This design comes from an exercise in tuning for small area, a short achievable clock period and few clock cycles per item on the open sky130 flow, not from production work.
In this exercise RTL edits were held to simulation tests only and were not proved equivalent to the original.

## before
==> flow/design.v (excerpt) <==
module ebpc_decoder
  (
   input logic                     clk_i,
   input logic                     rst_ni,
   input logic [DATA_W-1:0]        bpc_i,
   input logic                     bpc_last_i,
   input logic                     bpc_vld_i,
   output logic                    bpc_rdy_o,
   input logic [DATA_W-1:0]        znz_i,
   input logic                     znz_last_i,
   input logic                     znz_vld_i,
   output logic                    znz_rdy_o,
   input logic [LOG_MAX_WORDS-1:0] num_words_i,
   input logic                     num_words_vld_i,
   output logic                    num_words_rdy_o,
   output logic [DATA_W-1:0]       data_o,
   output logic                    last_o,
   output logic                    vld_o,
   input logic                     rdy_i
   );
clock: 12.0 ns
lec_check: 0
cap_margin: 20
core_margin: 2
core_utilization: 40
cts_cluster_diameter: 120
cts_cluster_size: 25
place_density: 0.6
slew_margin: 20
standard.sh (not shown) runs the stock make flow with config.mk's settings and CLKGATE_MAP_FILE= SYNTH_SCRIPT=/design/flow/synth_recipe.tcl, a recipe that flattens the netlist after the stock synthesis.
==> flow/flow/run.sh <==
#!/bin/bash
# Standard ORFS layout with timing repair aiming for extra setup slack and
# plain buffers on the ports (the clock period and constraints are unchanged).
set -euo pipefail
bash standard.sh SETUP_SLACK_MARGIN=8.4 'BUFFER_PORTS_ARGS=-buffer_cell sky130_fd_sc_hd__buf_2' finish > standard_flow.log 2>&1
before completed end to end with timing, DRC and antenna clean.
Testbench counts of before, summed over its fixed seeds: cycles 29,214, words 28,155.
> inputs changed (before -> after)
--- a/flow/design.v
+++ b/flow/design.v
@@ -319,23 +319,23 @@
   logic [7:0] bbase;
   assign bdrop   = !bp_q[0] && bl0_q;
   assign base_ok = bv1_q || (bv0_q && bp_q[0]);
   assign bbase   = bdrop ? b1_q : win;
   logic       go, d_base, d_sym, d_end;
   logic [6:0] newpl;
   logic [3:0] kn;          
   assign go     = !dfull_q || !ov_q;
   assign d_base = go && inbase_q && base_ok;
   assign d_sym  = go && !inbase_q && bfit;
   logic [6:0] prev;
-  assign prev   = (k_q == 4'd0) ? 7'd0 : pl_q[7];
+  assign prev   = pl_q[7];
   assign newpl  = c_dbp ? 7'd0 : (sdbx ^ prev);
   assign kn     = k_q + (c_run ? {1'b0, win[4:2]} + 4'd2 : 4'd1);
   assign d_end  = d_sym && (k_q == 4'd8 || kn == 4'd9);
   logic [7:0] bpn;
   logic [1:0] bnpop;
   always_comb begin
     logic wrap;
     bpn  = bp_q;
     wrap = 1'b0;
     if (l2) begin
       bpn  = {bp_q[5:0], bp_q[7:6]};
@@ -400,23 +400,23 @@
         end else begin
           v2 = 1'b1; l2 = bpc_last_i;
         end
       end
       {bv0_q, bv1_q, bv2_q} <= {v0, v1, v2};
       {bl0_q, bl1_q, bl2_q} <= {l0, l1, l2};
       bp_q <= bpn;
       if (d_base)
         inbase_q <= 1'b0;
       if (d_end) begin
         inbase_q <= 1'b1;
-        dfull_q  <= 1'b1;
+        dfull_q  <= !ld_out;
       end else if (ld_out)
         dfull_q  <= 1'b0;
     end
   end
   always_ff @(posedge clk_i) begin
     logic [7:0] s0, s1, s2;
     logic       v0, v1;
     {s0, s1, s2} = {b0_q, b1_q, b2_q};
     {v0, v1} = {bv0_q, bv1_q};
     if (bnpop == 2'd1) begin
       {s0, s1} = {b1_q, b2_q};
@@ -431,28 +431,28 @@
       else          s2 = bpc_i;
     end
     {b0_q, b1_q, b2_q} <= {s0, s1, s2};
     if (d_base) begin
       base_q <= bbase;
       k_q    <= 4'd0;
     end
     if (d_sym) begin
       k_q  <= kn;
     end
     for (int i = 0; i < 8; i++)
-      if (d_sym && k_q <= 4'(i))
-        pl_q[i] <= newpl;
+      if (d_base || (d_sym && k_q <= 4'(i)))
+        pl_q[i] <= d_base ? 7'd0 : newpl;
   end
   assign adv    = emit_nz;
   assign odone  = (adv && (om_q[7] || fe0_q)) || (blk_end && ov_q && !om_q[0]);
-  assign ld_out = dfull_q && (!ov_q || odone);
+  assign ld_out = (dfull_q || d_end) && (!ov_q || odone);
   always_ff @(posedge clk_i or negedge rst_ni) begin
     if (!rst_ni)
       ov_q <= 1'b0;
     else if (ld_out)
       ov_q <= 1'b1;
     else if (odone)
       ov_q <= 1'b0;
   end
   logic [7:0] dsel;
   always_comb begin
     dsel = '0;
## What came out
after — multi-input gate share of the layout cell area 0.56 points higher, before as reference
Number of vias after detailed routing, after vs before: up by a little under 10%
When the final numbers for before and after were put side by side, the clock distribution area overhead in the final layout turned out to be smaller in after.
Cmp before and after / worst setup margin / lower: after
Comparing met2 usage for before and after, the bigger number came from after.
after vs. before: sequential share of layout area went down; well tap count moved up.
Testbench counts of after, summed over its fixed seeds: cycles 28,934, words 28,155.

## static timing again, ports no longer ideal
Ports are ideal in the flow. The routed layouts listed here were re-timed in OpenROAD.
Step 1 sets driving cells, clkbuf_16 on the clock port and buf_2 on the other inputs (assumed; they add their load-dependent delay and slew).
Step 2 also shifts input and output timing later by t, the mid clock arrival at the registers, as if the neighbouring blocks saw the same clock.
a / b / c = ideal ports / drivers / drivers and shift; a / b = the first two.
run | t, ns | setup WS [ns] | hold slack, ns | worst setup path at the end | slew at the worst register clock pin (ns)
before | 0.535 | 8.494 / 8.444 / 8.009 | 0.416 / 0.416 / 0.416 | input to register | 0.10 / 0.10
after | 0.540 | 8.386 / 8.386 / 7.962 | 0.420 / 0.420 / 0.420 | input to register | 0.11 / 0.11
After both steps every run listed still meets setup and hold. For before, which loses most, drivers alone change the setup slack by -0.050 ns; drivers and shift together by -0.485 ns.
